This design comes from an exercise in tuning for a short achievable clock period and few clock cycles on the open sky130 flow, not from production work. Function was checked by simulation only, so behaviour that the tests miss may differ from the original. The clock port is modelled as an ideal driver; clocking choices that lean on that would not hold on a real chip.

File: design/flow/design.v
`timescale 1ns / 1ps
module adder(input [31:0] a, b,
             output [31:0] y);
  assign y = a + b;
endmodule
module alu(
input [31:0] a, b, 
input [4:0] shamt,
input [3:0] alu_control, 
output reg [31:0] result, wd0, wd1,
output zero
);
wire [31:0] b2, sum, slt, sra_sign, sra_aux;
wire [63:0] product, quotient, remainder;
assign b2 = alu_control[2] ? ~b:b; 
assign sum = a + b2 + alu_control[2];
assign slt = sum[31];
assign sra_sign = ~(32'hffff_ffff >> shamt) & {32{b[31]}};
assign sra_aux = b >> shamt;
assign product = a * b;
assign quotient = {32'd0, (b == 32'd0) ? 32'hffff_ffff : a / b};
assign remainder = {32'd0, (b == 32'd0) ? a : a % b};
always@(*)
  begin
    result = 32'd0;
    wd0 = 32'd0;
    wd1 = 32'd0;
    case(alu_control[3:0])
      4'b0000: result = a & b;
      4'b0001: result = a | b;
      4'b0010: result = sum;
      4'b0011: result = b << shamt;
      4'b1011: result = b << a;
      4'b0100: result = b >> shamt;
      4'b1100: result = b >> a;
      4'b0101: result = sra_sign | sra_aux;
      4'b0110: result = sum;
      4'b0111: result = slt;
      4'b1010: 
        begin
          result = product[31:0]; 
          wd0 = product[31:0];
          wd1 = product[63:32];
        end
      4'b1110: 
        begin
          result = quotient[31:0]; 
          wd0 = quotient[31:0];
          wd1 = remainder[31:0];
        end
      4'b1000: result = b << 5'd16;
      default: result = 32'd0;
    endcase
  end
  assign zero = (result == 32'd0);
endmodule
`timescale 1ns / 1ps
module aludec(
input [5:0] funct,
input [4:0] shamt,
input [3:0] aluop,
output reg [3:0] alucontrol,
output jumpreg
);
  always @(*)
    case(aluop)
      4'b0000: alucontrol <= 4'b0010; 
      4'b0001: alucontrol <= 4'b0110; 
      4'b0100: alucontrol <= 4'b0000; 
      4'b0101: alucontrol <= 4'b0001; 
      4'b0111: alucontrol <= 4'b0111; 
      4'b1000: alucontrol <= 4'b1000; 
      default: case(funct) 
          6'b100000: alucontrol <= 4'b0010; 
          6'b100010: alucontrol <= 4'b0110; 
          6'b100100: alucontrol <= 4'b0000; 
          6'b100101: alucontrol <= 4'b0001; 
          6'b101010: alucontrol <= 4'b0111; 
          6'b000000: alucontrol <= 4'b0011; 
          6'b000010: alucontrol <= 4'b0100; 
          6'b000011: alucontrol <= 4'b0101; 
          6'b000100: alucontrol <= 4'b1011; 
          6'b000110: alucontrol <= 4'b1100; 
          6'b011000: alucontrol <= 4'b1010; 
          6'b011010: alucontrol <= 4'b1110; 
          default:   alucontrol <= 4'b0000; 
        endcase
    endcase
assign jumpreg = (funct == 6'b001000) ? 1 : 0;
endmodule
`timescale 1ns / 1ps
module controller(
input [5:0] op, funct,
input [4:0] shamt,
input zero,
output memwrite,
output pcsrc, alusrc,
output regwrite, spregwrite,
output [1:0] regdst, 
output memtoreg,
output jump, jal, jumpreg,
output [3:0] alucontrol,
output spra, readhilo
);
wire [3:0] aluop;
wire branch;
maindec main_decoder(op, funct, memwrite, branch, alusrc, regwrite, spregwrite, regdst, memtoreg, jump, jal, aluop, spra, readhilo);
aludec alu_decoder(funct, shamt, aluop, alucontrol, jumpreg);
assign pcsrc = branch & zero;
endmodule
`timescale 1ns / 1ps
module datapath(
input clk, reset,
input memtoreg, 
input pcsrc,
input alusrc, 
input [1:0] regdst,
input regwrite, spregwrite, jump, jal, jumpreg,
input [4:0] shamt,
input [3:0] alucontrol,
output zero,
output [31:0] pc,
input [31:0] instr,
output [31:0] aluout, writedata,
input [31:0] readdata,
input spra, readhilo
);
wire [4:0]  writereg;
wire [31:0] pcnextjr, pcnext, pcnextbr, pcplus4, pcbranch;
wire [31:0] signimm, signimmsh;
wire [31:0] srca, srcb, wd0, wd1, sprd;
wire [31:0] result, resultjal, resulthilo;
flopr #(32) pcreg(clk, reset, pcnext, pc);  
adder pcadd1(pc, 32'b100, pcplus4);
sl2  immsh(signimm, signimmsh);
adder pcadd2(pcplus4, signimmsh, pcbranch);
mux2 #(32)pcbrmux(pcplus4, pcbranch, pcsrc, pcnextbr);
mux2 #(32)pcmux(pcnextbr, {pcplus4[31:28], instr[25:0], 2'b00}, jump, pcnext);
mux2 #(32)pcmuxjr(pcnext, srca, jumpreg, pcnextjr);
regfile reg_file(clk, regwrite, instr[25:21], instr[20:16], writereg, resulthilo, srca, writedata);  
mux3 #(5) wrmux(instr[20:16], instr[15:11], 5'b11111, regdst, writereg);
mux2 #(32)resmux(aluout, readdata, memtoreg, result);
mux2 #(32)wrmuxjal(result, pcplus4, jal, resultjal);
mux2 #(32)wrmuxhilo(resultjal, sprd, readhilo, resulthilo);
signext se(instr[15:0], signimm);
mux2 #(32)srcbmux(writedata, signimm, alusrc, srcb);  
alu alu(srca, srcb, shamt, alucontrol, aluout, wd0, wd1, zero);
spregfile sprf(clk, spregwrite, spra, wd0, wd1, sprd);  
endmodule
`timescale 1ns / 1ps
module flopr #(parameter WIDTH = 8)
              (
input clk, reset,
input [WIDTH-1:0] d, 
output reg [WIDTH-1:0] q
);
always @(posedge clk, posedge reset)
    if(reset)
        q <= 0;
    else
        q <= d;
endmodule
`timescale 1ns / 1ps
module maindec(
input [5:0] op, funct,
output memwrite,
output branch, alusrc,
output regwrite, spregwrite,
output [1:0] regdst, 
output memtoreg,
output jump, jal,
output [3:0] aluop,
output reg spra,
output readhilo
);
reg [14:0] controls;
assign {regwrite, regdst, alusrc,branch, memwrite, memtoreg, jump, jal, aluop, spregwrite, readhilo} = controls;
always @(*)
 begin
   spra <= (funct == 6'b010000);
   case(op)
      6'b000000: 
      	begin
      		case(funct)
      			6'b011000: controls <= 15'b101000000001010;  
      			6'b011010: controls <= 15'b101000000001010;  
      			default:   
      			  begin
      			    case(funct)
      			      6'b010000: 
      			        begin
      			          spra <= 1'b1;
      			          controls <= 15'b101000000001001;
      			        end
      			      6'b010010: 
      			        begin
      			          spra <= 1'b0;
      			          controls <= 15'b101000000001001;
      			        end
      			      default: controls <= 15'b101000000001000;  
      			    endcase
      			  end
      		endcase
      	end
      6'b100011: controls <= 15'b100100100000000;  
      6'b101011: controls <= 15'b000101000000000;  
      6'b000100: controls <= 15'b000010000000100;  
      6'b001000: controls <= 15'b100100000000000;  
      6'b000010: controls <= 15'b000000010000000;  
      6'b000011: controls <= 15'b111000011000000;  
      6'b001100: controls <= 15'b100100000010000;  
      6'b001101: controls <= 15'b100100000010100;  
      6'b001010: controls <= 15'b100100000011100;  
      6'b001111: controls <= 15'b100100000100000;  
      default:   controls <= 15'b000000000000000;  
    endcase
 end
endmodule
`timescale 1ns / 1ps
module mux2 #(parameter WIDTH = 8)
             (input  [WIDTH-1:0] d0, d1, 
              input              s, 
              output [WIDTH-1:0] y);
  assign y = s ? d1 : d0; 
endmodule
`timescale 1ns / 1ps
module mux3 #(parameter WIDTH = 8)
             (input [WIDTH-1:0] d0, d1, d2,
              input [1:0] s, 
              output [WIDTH-1:0] y);
  assign y = (s == 2'b00) ? d0 : ((s == 2'b01) ? d1 : d2); 
endmodule
`timescale 1ns / 1ps
module regfile(
input clk, 
input we3, 
input [4:0] ra1, ra2, wa3, 
input [31:0] wd3, 
output [31:0] rd1, rd2
);
reg [31:0] rf[31:0];
always@(posedge clk)
    if (we3) rf[wa3] <= wd3;	
assign rd1 = (ra1 != 0) ? rf[ra1] : 0;
assign rd2 = (ra2 != 0) ? rf[ra2] : 0;
endmodule
`timescale 1ns / 1ps
module signext(input  [15:0] a,
               output [31:0] y);
       assign y = {{16{a[15]}}, a};
endmodule
`timescale 1ns / 1ps
module sl2(input  [31:0] a,
           output [31:0] y);
  assign y = {a[29:0], 2'b00};
endmodule
`timescale 1ns / 1ps
module spregfile(
input clk, 
input we, 
input ra, 
input  [31:0] wd0, wd1, 
output [31:0] rd
);
reg [31:0] rf[1:0];
always @(posedge clk)
    if (we == 1'b1)
      begin
        rf[1'b0] <= wd0;
        rf[1'b1] <= wd1;
      end
   assign rd = (ra != 1'b0) ? rf[1'b1] : rf[1'b0];
endmodule
`timescale 1ns / 1ps
module single_cycle(
input clk, reset,
output [31:0] pc,
input [31:0] instr,
output memwrite,
output [31:0] aluout, writedata,
input [31:0] readdata
);
  localparam DSTEP = 4;               
  localparam DCYC  = (32 + DSTEP - 1) / DSTEP;    
  localparam QW    = DCYC * DSTEP;                
  localparam BI    = 4;               
  localparam BN    = 1 << BI;
  localparam TB    = 12;              
  reg  [31:0] pc_q;
  reg  [31:0] ir_q, irpc_q;
  reg         irv_q;
  reg  [31:0] aluout_q, wdata_q;
  reg         memwrite_q;
  reg         ldm_v;                  
  reg  [4:0]  ldm_rd;
  reg         ldw_v;                  
  reg  [4:0]  ldw_rd;
  reg  [31:0] ldr_q;
  reg  [31:0] hi_q, lo_q;
  reg         dv_busy, dv_pend;     
  reg  [4:0]  dv_rd;
  reg  [5:0]  dv_cnt;                 
  reg  [31:0] dv_rem, dv_d;
  reg  [QW-1:0] dv_q;
  reg  [31:0] pc_o;                   
  assign pc        = pc_o;
  assign memwrite  = memwrite_q;
  assign aluout    = aluout_q;
  assign writedata = wdata_q;
  wire        weA;                    
  wire [4:0]  waA;
  wire [31:0] wdA;
  wire        weB = ldw_v;            
  wire [4:0]  waB = ldw_rd;
  wire [31:0] wdB = ldr_q;
  wire        weC = dv_pend & ~dv_busy;    
  wire [4:0]  waC = dv_rd;
  wire [31:0] wdC = lo_q;
  wire [1023:0] rff;
  assign rff[31:0] = 32'd0;
  genvar gi;
  generate for (gi = 1; gi < 32; gi = gi + 1) begin : R
    reg [31:0] q;
    always @(posedge clk)
      if (weA && waA == gi) q <= wdA;
      else if (weC && waC == gi) q <= wdC;
      else if (weB && waB == gi) q <= wdB;
    assign rff[gi*32 +: 32] = q;
  end endgenerate
  wire [5:0]  op    = ir_q[31:26];
  wire [5:0]  fn    = ir_q[5:0];
  wire [4:0]  rs    = ir_q[25:21];
  wire [4:0]  rt    = ir_q[20:16];
  wire [4:0]  rd    = ir_q[15:11];
  wire [4:0]  sh    = ir_q[10:6];
  wire [31:0] simm  = {{16{ir_q[15]}}, ir_q[15:0]};
  wire rtype  = op == 6'b000000;
  wire f_add  = rtype && fn == 6'b100000;
  wire f_sub  = rtype && fn == 6'b100010;
  wire f_and  = rtype && fn == 6'b100100;
  wire f_or   = rtype && fn == 6'b100101;
  wire f_slt  = rtype && fn == 6'b101010;
  wire f_sll  = rtype && fn == 6'b000000;
  wire f_srl  = rtype && fn == 6'b000010;
  wire f_sra  = rtype && fn == 6'b000011;
  wire f_sllv = rtype && fn == 6'b000100;
  wire f_srlv = rtype && fn == 6'b000110;
  wire f_mult = rtype && fn == 6'b011000;
  wire f_div  = rtype && fn == 6'b011010;
  wire f_mfhi = rtype && fn == 6'b010000;
  wire f_mflo = rtype && fn == 6'b010010;
  wire o_lw   = op == 6'b100011;
  wire o_sw   = op == 6'b101011;
  wire o_beq  = op == 6'b000100;
  wire o_addi = op == 6'b001000;
  wire o_j    = op == 6'b000010;
  wire o_jal  = op == 6'b000011;
  wire o_andi = op == 6'b001100;
  wire o_ori  = op == 6'b001101;
  wire o_slti = op == 6'b001010;
  wire o_lui  = op == 6'b001111;
  wire f_shi  = f_sll | f_srl | f_sra;
  wire f_mhl  = f_mfhi | f_mflo;
  wire uses_rs = (rtype & ~f_shi & ~f_mhl) | o_lw | o_sw | o_beq | o_addi | o_andi | o_ori | o_slti;
  wire uses_rt = (rtype & ~f_mhl) | o_sw | o_beq;
  wire muldiv  = f_mult | f_div | f_mhl;
  wire [31:0] rf_rs = rff[rs*32 +: 32];
  wire [31:0] rf_rt = rff[rt*32 +: 32];
  wire [31:0] a = (ldw_v && ldw_rd == rs && rs != 5'd0) ? ldr_q : rf_rs;
  wire [31:0] b = (ldw_v && ldw_rd == rt && rt != 5'd0) ? ldr_q : rf_rt;
  wire ld_haz = ldm_v && ldm_rd != 5'd0 &&
                ((uses_rs && rs == ldm_rd) || (uses_rt && rt == ldm_rd));
  wire [32*(DSTEP+1)-1:0] drem_c;
  wire [QW*(DSTEP+1)-1:0] dq_c;
  assign drem_c[31:0] = dv_rem;
  assign dq_c[QW-1:0]  = dv_q;
  generate for (gi = 0; gi < DSTEP; gi = gi + 1) begin : DS
    wire [31:0] r0 = drem_c[gi*32 +: 32];
    wire [QW-1:0] q0 = dq_c[gi*QW +: QW];
    wire [32:0] r1 = {r0, q0[QW-1]};
    wire [33:0] df = {1'b0, r1} - {2'b00, dv_d};
    wire        ge = ~df[33];
    assign drem_c[(gi+1)*32 +: 32] = ge ? df[31:0] : r1[31:0];
    assign dq_c[(gi+1)*QW +: QW]   = {q0[QW-2:0], ge};
  end endgenerate
  wire [31:0] dv_rem_n = drem_c[DSTEP*32 +: 32];
  wire [QW-1:0] dv_q_n = dq_c[DSTEP*QW +: QW];
  wire        dv_last  = dv_busy && dv_cnt == 6'd0;
  function [5:0] blen(input [31:0] x);
    integer i;
    begin
      blen = 6'd0;
      for (i = 0; i < 32; i = i + 1)
        if (x[i]) blen = i + 1;
    end
  endfunction
  wire [5:0] la = blen(a);
  wire [5:0] lb = blen(b);
  wire        dz    = b == 32'd0;
  wire        altb  = a < b;
  wire        p2    = (b & (b - 32'd1)) == 32'd0;
  wire        dfast = dz | altb | p2;
  wire [4:0]  p2k   = lb[4:0] - 5'd1;
  wire [31:0] fq    = dz ? 32'hffff_ffff : altb ? 32'd0 : a >> p2k;
  wire [31:0] fr    = (dz | altb) ? a : a & (b - 32'd1);
  wire [6:0] nq = {1'b0, la} - {1'b0, lb} + 7'd1;    
  reg  [5:0] dn;                                     
  always @(*) begin
    if (b == 32'd0 || nq > QW - DSTEP) dn = QW;
    else if (la < lb) dn = DSTEP;
    else dn = ((nq[5:0] + DSTEP - 1) / DSTEP) * DSTEP;
  end
  wire [31:0] bsrc  = rtype ? b : simm;
  wire [31:0] sum   = a + bsrc;
  wire [31:0] diff  = a - bsrc;
  wire [63:0] prod  = a * b;
  wire [31:0] sra_v = (b >> sh) | (~(32'hffff_ffff >> sh) & {32{b[31]}});
  reg  [31:0] res;
  always @(*) begin
    res = 32'd0;
    if (f_add | o_addi | o_lw | o_sw) res = sum;
    else if (f_sub)           res = diff;
    else if (f_and | o_andi)  res = a & bsrc;
    else if (f_or | o_ori)    res = a | bsrc;
    else if (f_slt | o_slti)  res = {31'd0, diff[31]};
    else if (f_sll)           res = b << sh;
    else if (f_srl)           res = b >> sh;
    else if (f_sra)           res = sra_v;
    else if (f_sllv)          res = b << a;
    else if (f_srlv)          res = b >> a;
    else if (f_mult)          res = prod[31:0];
    else if (f_div)           res = fq;
    else if (f_mfhi)          res = hi_q;
    else if (f_mflo)          res = lo_q;
    else if (o_lui)           res = {ir_q[15:0], 16'd0};
    else if (o_jal)           res = irpc_q + 32'd4;
  end
  wire e_wr;
  wire [4:0] e_wa = o_jal ? 5'd31 : rtype ? rd : rt;
  wire dv_haz = dv_pend && ((uses_rs && rs == dv_rd) || (uses_rt && rt == dv_rd) ||
                            ((e_wr || o_lw) && e_wa == dv_rd));
  wire div_stall = (muldiv & dv_busy) | (f_div & dv_pend) | dv_haz;
  wire stallE  = irv_q & (ld_haz | div_stall);
  wire doE     = irv_q & ~stallE;
  wire div_start = doE & f_div & ~dfast;
  wire [31:0] pc4E  = irpc_q + 32'd4;
  wire [31:0] brtgt = pc4E + {simm[29:0], 2'b00};
  wire        eq    = a == b;
  wire [31:0] npcE  = (o_j | o_jal) ? {pc4E[31:28], ir_q[25:0], 2'b00} :
                      (o_beq & eq) ? brtgt : pc4E;
  wire redirect = doE && npcE != pc_q;
  assign e_wr = (rtype & (f_add | f_sub | f_and | f_or | f_slt | f_shi | f_sllv | f_srlv |
                          f_mult | f_mhl | (f_div & dfast))) |
                o_addi | o_andi | o_ori | o_slti | o_lui | o_jal;
  assign weA = doE & e_wr;
  assign waA = e_wa;
  assign wdA = res;
  reg  [BN-1:0]     bt_v;
  reg  [TB-1:BI+2]  bt_tag [0:BN-1];
  reg  [4:0]        bt_rs  [0:BN-1];
  reg  [4:0]        bt_rt  [0:BN-1];
  reg  [TB-1:2]     bt_tgt [0:BN-1];
  wire [BI-1:0] fidx = pc_q[BI+1:2];
  wire [BI-1:0] eidx = irpc_q[BI+1:2];
  wire          bt_hit = bt_v[fidx] && bt_tag[fidx] == pc_q[TB-1:BI+2];
  wire [4:0]    prs = bt_rs[fidx];
  wire [4:0]    prt = bt_rt[fidx];
  wire [31:0]   prf_rs = rff[prs*32 +: 32];
  wire [31:0]   prf_rt = rff[prt*32 +: 32];
  wire fwdA_s = weA && waA == prs;
  wire fwdA_t = weA && waA == prt;
  wire fwdB_s = ldw_v && ldw_rd == prs;
  wire fwdB_t = ldw_v && ldw_rd == prt;
  wire [31:0] pa = (prs == 5'd0) ? 32'd0 : fwdA_s ? wdA : fwdB_s ? ldr_q : prf_rs;
  wire [31:0] pb = (prt == 5'd0) ? 32'd0 : fwdA_t ? wdA : fwdB_t ? ldr_q : prf_rt;
  wire pend_s = prs != 5'd0 && !fwdA_s &&
                ((ldm_v && ldm_rd == prs) || (irv_q && o_lw && rt == prs) ||
                 (dv_pend && dv_rd == prs) || (irv_q && f_div && rd == prs));
  wire pend_t = prt != 5'd0 && !fwdA_t &&
                ((ldm_v && ldm_rd == prt) || (irv_q && o_lw && rt == prt) ||
                 (dv_pend && dv_rd == prt) || (irv_q && f_div && rd == prt));
  wire p_taken = bt_hit && !pend_s && !pend_t && pa == pb;
  wire [31:0] pc4F = pc_q + 32'd4;
  wire [31:0] pred = p_taken ? {pc_q[31:TB], bt_tgt[fidx], 2'b00} : pc4F;
  wire bt_wr = doE && o_beq && rs != rt;
  always @(posedge clk or posedge reset)
    if (reset) bt_v <= {BN{1'b0}};
    else if (bt_wr) bt_v[eidx] <= 1'b1;
  always @(posedge clk)
    if (bt_wr) begin
      bt_tag[eidx] <= irpc_q[TB-1:BI+2];
      bt_rs[eidx]  <= rs;
      bt_rt[eidx]  <= rt;
      bt_tgt[eidx] <= brtgt[TB-1:2];
    end
  wire        use_base = redirect | stallE;
  wire [31:0] base = redirect ? npcE : stallE ? pc_q : pred;
  wire [31:0] pc_next, pc_next_o;
  fetchsel fsel(.instr(instr), .pc4(pc4F), .base(base),
                .use_base(use_base), .clr(1'b0), .pc_next(pc_next));
  fetchsel fselo(.instr(instr), .pc4(pc4F), .base(base),
                 .use_base(use_base), .clr(reset), .pc_next(pc_next_o));
  always @(posedge clk or posedge reset)
    if (reset) begin
      pc_q  <= 32'd0;
      irv_q <= 1'b0;
    end else begin
      pc_q  <= pc_next;
      if (redirect) irv_q <= 1'b0;
      else if (!stallE) irv_q <= 1'b1;
    end
  always @(posedge clk)
    pc_o <= pc_next_o;
  always @(posedge clk)
    if (!stallE) begin
      ir_q   <= instr;
      irpc_q <= pc_q;
    end
  always @(posedge clk)
    memwrite_q <= doE & o_sw;
  always @(posedge clk or posedge reset)
    if (reset) begin
      ldm_v      <= 1'b0;
      ldw_v      <= 1'b0;
    end else begin
      ldm_v      <= doE & o_lw;
      ldw_v      <= ldm_v && ldm_rd != 5'd0 && !(weA && waA == ldm_rd);
    end
  always @(posedge clk) begin
    aluout_q <= res;
    wdata_q  <= b;
    if (doE) ldm_rd <= rt;
    ldw_rd <= ldm_rd;
    ldr_q  <= readdata;
  end
  always @(posedge clk or posedge reset)
    if (reset) begin
      dv_busy <= 1'b0;
      dv_pend <= 1'b0;
      dv_cnt  <= 6'd0;
    end else begin
      if (div_start) begin
        dv_busy <= 1'b1;
        dv_cnt  <= dn - DSTEP;
        dv_pend <= rd != 5'd0;
      end else if (dv_busy) begin
        dv_cnt <= dv_cnt - DSTEP;
        if (dv_last) dv_busy <= 1'b0;
      end else if (weC)
        dv_pend <= 1'b0;
    end
  always @(posedge clk) begin
    if (div_start) begin
      dv_rd  <= rd;
      dv_rem <= (dn >= 6'd32) ? 32'd0 : a >> dn;
      dv_q   <= {{QW{1'b0}}, a} << (QW - dn);
      dv_d   <= b;
    end else if (dv_busy) begin
      dv_rem <= dv_rem_n;
      dv_q   <= dv_q_n;
    end
    if (dv_last) begin
      hi_q <= dv_rem_n;
      lo_q <= dv_q_n[31:0];
    end else if (doE && f_div && dfast) begin
      hi_q <= fr;
      lo_q <= fq;
    end else if (doE && f_mult) begin
      hi_q <= prod[63:32];
      lo_q <= prod[31:0];
    end
  end
endmodule
module fetchsel(
input  [31:0] instr,
input  [31:0] pc4,
input  [31:0] base,
input         use_base,
input         clr,           
output [31:0] pc_next
);
  wire fj  = instr[31:27] == 5'b00001;
  wire fbs = instr[31:26] == 6'b000100 && instr[25:21] == instr[20:16];
  wire [31:0] fjt = {pc4[31:28], instr[25:0], 2'b00};
  wire [9:0]  fbl = pc4[11:2] + instr[9:0];
  wire [31:0] fbt = {pc4[31:12], fbl, 2'b00};
  assign pc_next = clr ? 32'd0 : (use_base | ~(fj | fbs)) ? base : fj ? fjt : fbt;
endmodule
File: design/flow/flow/run.sh
#!/bin/bash
# Standard ORFS layout in two parts. Timing repair aims at 26.2 ns paths (slack
# margin 98.8 ns against the 125 ns clock) so the I/O and register paths get
# sized; sizing may change a cell's footprint (detailed placement follows each
# repair), and the port buffers start as buf_8. After clock tree synthesis the
# flip-flops that drive output ports are set to their strongest drive.
set -euo pipefail
ARGS=(SETUP_SLACK_MARGIN=98.8 MATCH_CELL_FOOTPRINT=0 "BUFFER_PORTS_ARGS=-buffer_cell sky130_fd_sc_hd__buf_8")
bash standard.sh "${ARGS[@]}" cts > standard_cts.log 2>&1
ODB=orfs/results/sky130hd/single_cycle/base/4_cts.odb openroad -no_init -exit flow/upsize_io.tcl > upsize_io.log 2>&1
bash standard.sh "${ARGS[@]}" finish > standard_finish.log 2>&1
File: design/flow/flow/upsize_io.tcl
# Upsize the flip-flops that drive output ports (through their port buffer)
# to the strongest drive of the same cell type, then legalize placement.
read_db $::env(ODB)
set n 0
foreach port [[ord::get_db_block] getBTerms] {
  if {[$port getIoType] ne "OUTPUT"} { continue }
  set net [$port getNet]
  set buf [[$net getFirstOutput] getInst]
  foreach it [$buf getITerms] {
    if {[$it getIoType] ne "INPUT" || [$it getSigType] eq "POWER" || [$it getSigType] eq "GROUND"} { continue }
    if {[$it getNet] eq "NULL"} { continue }
    set drv [[$it getNet] getFirstOutput]
    if {$drv eq "NULL" || $drv eq ""} { continue }
    set ff [$drv getInst]
    set m [[$ff getMaster] getName]
    if {[regexp {^(sky130_fd_sc_hd__df[a-z]+p)_[12]$} $m -> base]} {
      set new [[ord::get_db] findMaster ${base}_4]
      if {$new ne "NULL"} { $ff swapMaster $new; incr n; puts "upsized [$ff getName] $m -> ${base}_4" }
    }
  }
}
puts "upsized $n flip-flops"
detailed_placement
check_placement -verbose
write_db $::env(ODB)
File: design/flow/standard.sh
#!/bin/bash
# synth_recipe.tcl (not shown) runs the flow's synth.tcl, then flattens the netlist and writes it again
# the make line also repeats each setting of config.mk as NAME=value (left out here)
make -C /OpenROAD-flow-scripts/flow DESIGN_CONFIG=/design/flow/config.mk WORK_HOME=/design/flow/orfs CLKGATE_MAP_FILE= SYNTH_SCRIPT=/design/flow/synth_recipe.tcl "${@:-finish}"
File: design/flow/config.mk
export PLATFORM = sky130hd
export DESIGN_NAME = single_cycle
export DESIGN_NICKNAME = single_cycle
export VERILOG_FILES = /design/flow/design.v
export SDC_FILE = /design/flow/constraint.sdc
export NUM_CORES = 4
export LEC_CHECK = 0
export CAP_MARGIN = 30
export CORE_MARGIN = 2
export CORE_UTILIZATION = 30
export PLACE_DENSITY = 0.38
export SLEW_MARGIN = 30
export SYNTH_HIERARCHICAL = 1
export SYNTH_MINIMUM_KEEP_SIZE = 0
File: design/flow/constraint.sdc
create_clock -name core_clock -period 125.0 [get_ports {clk}]
set_input_delay 25.0000 -clock core_clock [delete_from_list [all_inputs] [get_ports {clk}]]
set_output_delay 25.0000 -clock core_clock [all_outputs]
set_load 0.01 [all_outputs]
==> summary.md <==
| Metric | Value |
|---|---|
| Status | `finished clean` |
| Die area | `0.6267 mm^2` |
| Critical path cell sequence | `buf_8` |
| 1st-iter DRT viols | `26300` |
| Min Hold Slack | `451.8 ps` |
| Clk sinks | `1833` |
| Async S/R FF share, synth | `3.110%` |
| Mean Syn Cell Area | `9.706 um^2` |
| Post-layout util | `34.00%` |
| Critical path depth | `1` |
| Layout cell share with drive strength beyond 1 | `18.07%` |
| RSZ-0062 raised after global routing | `true` |
| Worst hold endpoint | `bt_v[3]$_DFFE_PP0P_` |
| Fmax | `37.77 MHz` |
| Worst Reg-to-Reg Cells | `75` |
| Worst Hold Depth | `1` |
| Crit path largest cell delay | `340 ps` |
| Setup WS pre-CTS | `96680 ps` |
| H-tree levels | `5` |
| Vias in the first global route | `163100` |
| Core box area | `0.6187 mm^2` |
| DR vias/cell | `6.314` |
| Predominant post-synthesis flop cell | `edfxtp_1` |
| Final Hold Viols | `0` |
| Longest Clk Path Bufs | `4` |
| Setup ws final | `98530 ps` |
| Largest area contributor in the netlist | `edfxtp_1` |
| Critical path arrival | `1480 ps` |
| Post-synthesis cell count | `19180` |
| CTS buffer count | `262` |
| #FFs+latches synth | `1833` |
| First-pass GRT wire length | `1534000 um` |
| DR WL/cell | `42.41 um` |
| Crit path max-delay cell type | `dfxtp_4` |
| Setup CP Type | `register to output port` |
| Ratio of final minimum period to clock period | `21.18%` |
| Largest delay share family, worst path | `flip-flops` |
| Initial Util | `30.08%` |
| Antenna Violating Nets Remaining | `0` |
| Via count | `172200` |
| Final layout net count | `20320` |
| DPL Wire Length | `806500 um` |
| DRC viols | `0` |
| Clock tree from TritonCTS | `yes` |
| Io pins | `163` |
| WP buf/inv | `1` |
| Distinct cells, synth | `132` |
| Worst Min Path Start | `bt_v[3]$_DFFE_PP0P_` |
| Rows | `289` |
| Layout Skew | `126.4 ps` |
| Layout area overhead | `13.04%` |
| Die height | `791.6 um` |
| Root Driver | `clkbuf_16` |
| Post-synth top cells | `nand2_1, edfxtp_1, nor2_1` |
| Worst-Skew Late Latency | `1050 ps` |
| Worst-Margin Slew | `1337 ps` |
| Post-synth EDFFs | `1642` |
| Synth Warn # | `7` |
| Worst R2R Start | `dv_d[1]$_DFFE_PP_` |
| Setup crit start kind | `register` |
| Gpl congestion | `1.079` |
| Placed cell count | `26710` |
| CTS clk-pin slew, worst paths | `50 ps` |
| CP max FO | `1` |
| Number of antenna violations at the first check in global routing | `130` |
| Post-Route WL | `1157000 um` |
| Port bufs | `162` |
| Hold crit path type | `register to register` |
| Most instantiated library cell after synthesis | `nand2_1` |
| R2r setup slk | `105180 ps` |
| Sequential fraction of the synthesis area | `28.70%` |
| Slew headroom | `10.27%` |
| Minimum clock period | `26470 ps` |
| FILL cells | `63120` |
| Final Setup Violations | `0` |
| Synth area leaders | `edfxtp_1, mux4_2, fa_1` |
| CP Data Required Time | `100000 ps` |
| CP endpoint kind | `output port` |
| Max Cap Viol | `0` |
| TNS Setup | `0 ps` |
| Post-Syn Nets | `20800` |
| Reg-to-Reg End | `dv_rem[21]$_DFFE_PP_` |
| Die X-Extent | `791.6 um` |
| Synth Cell Area | `0.1861 mm^2` |
| 1st-pass router iterations | `9` |
| GRT overflow | `0` |
| Largest net degree at the start of global routing | `101` |
| Non-filler cells in the finished layout | `27270` |
| GRT Total Usage | `35.80%` |
| Post-synth top area share | `26.49%` |
| Final Max Slew Viols | `0` |
==> layout by cell type, fill, tap and decap left out, types with 70 or more instances in the layout <==
cell | Yosys | routed
inv_1 | 1323 | 1313
a31oi_1 | 159 | 152
ha_1 | 649 | 638
nor2b_1 | 85 | 77
mux2_2 | 270 | 265
and3_1 | 122 | 122
nand2_1 | 2610 | 2587
xnor2_1 | 249 | 236
a211oi_1 | 229 | 220
clkbuf_16 | 0 | 268
a22oi_1 | 134 | 132
nor2_1 | 1497 | 1413
diode_2 | 0 | 81
o31ai_1 | 110 | 97
a21oi_1 | 997 | 992
nor2_4 | 0 | 70
xor2_1 | 150 | 143
fa_1 | 908 | 906
o22ai_1 | 169 | 165
buf_8 | 6 | 165
a221oi_1 | 131 | 125
mux4_2 | 1075 | 1071
edfxtp_1 | 1642 | 1642
mux2i_1 | 1265 | 1260
o21ai_0 | 1278 | 1262
nor3_1 | 237 | 220
nand4_1 | 76 | 76
nand3_1 | 244 | 233
a21o_1 | 116 | 116
dfxtp_4 | 0 | 97
buf_4 | 38 | 818
nand2b_1 | 96 | 92
o211ai_1 | 91 | 91
==> metal layers <==
metal  vias up  GRT usage, %  part of all wire [%]
li1      68830             -                     -
met1     89150         47.86                    40
met2     11630         50.53                    41
met3      2541         11.97                    12
met4        42         20.03                   6.8
met5         -             0                 0.029
==> per-module statistics from Yosys, one instance, submodules excluded <==
| module | area [um^2] | cells inside | flops+latches | copies in the design |
|---|---|---|---|---|
| single_cycle | 183700 | 18790 | 1833 | 1 |
| fetchsel | 1216 | 195 | 0 | 2 |
==> worst max-delay path by stage <==
stage / from / endpoint / slack, ps
3_3_place_gp: instr[31] / pc_o[22]$_DFF_P_ / 96230
2_1_floorplan: instr[0] / pc_q[10]$_DFF_PP0_ / 98550
4_1_cts: pc_o[13]$_DFF_P_ / pc[13] / 98440
5_1_grt: wdata_q[25]$_DFF_P_ / writedata[25] / 98480
3_5_place_dp: instr[31] / pc_o[30]$_DFF_P_ / 96680
6_report: wdata_q[22]$_DFF_P_ / writedata[22] / 98530
==> timing repair <==
| action | in CTS | in global routing |
|---|---|---|
| buffers inserted | 3 | 0 |
| endpoints found under the setup margin | 157 | 117 |
| hold buffers | 0 | 0 |
| hold endpoints to repair | 0 | 0 |
| pin swaps | 3 | 0 |
| gates cloned | 2 | 0 |
| gates resized for setup | 102 | 3 |
==> stage by stage <==
stage | area (um^2)
after global placement | 200400
after CTS | 209600
after global routing | 210200
after detailed placement | 200900
after floorplan | 186300
final | 210400
==> area by class of cell <==
class                      count  area (um^2)  share of cell area [%]
sequential                  1833        53820                   25.58
clock inverter               124         1330                  0.6322
multi-input combinational  14190       122900                   58.44
timing repair buffer        1032         9428                   4.482
inverter                    1371         5162                   2.454
antenna                       81        202.7                 0.09635
tap                         8293        10380                   4.932
clock buffer                 343         7108                   3.379
==> state kept, by name, summed over array words and instances (netlist names), 80 cells and up <==
signal  flops
bt_rt      80
bt_tgt    160
R.q       992
bt_tag     96
bt_rs      80
==> kinds of logic after synthesis <==
family                   synth area share (%)
AND/OR/NAND/NOR                         12.37
AO/OA/AOI/OAI                           14.47
buffers and inverters                   6.762
multiplexers                            21.67
flip-flops                              28.70
adder cells (fa/ha/maj)                 14.13
XOR/XNOR                                1.890
other                                0.002015
Testbench counts, summed over its fixed seeds: cycles 16,382.

re-timing with driven ports:
The results above use ideal ports. As a check the final layout listed here was re-extracted and re-timed, cells and wires unchanged. Step 1 (the two cells are an assumption about what drives the block):
set clk [get_ports {clk}]
set_driving_cell -lib_cell sky130_fd_sc_hd__clkbuf_16 $clk
set_driving_cell -lib_cell sky130_fd_sc_hd__buf_2 [delete_from_list [all_inputs] $clk]
Step 2 times the ports against the registers' clock, not the clock port: input delays grow and output delays shrink by t, the midpoint of the rising clock arrivals with the driver on. Three values: ideal, step 1, step 2; two values: the first two.
t, ns: 1.112
setup WS [ns]: 98.525 / 98.400 / 97.841
hold slack, ns: 0.452 / 0.452 / 0.452
worst setup path at the end: input to register
worst slew at a driven data input, ns: 0.10
After both steps this run still meets setup and hold. The setup slack of this run moves by -0.125 ns with the drivers and by -0.684 ns with both steps.
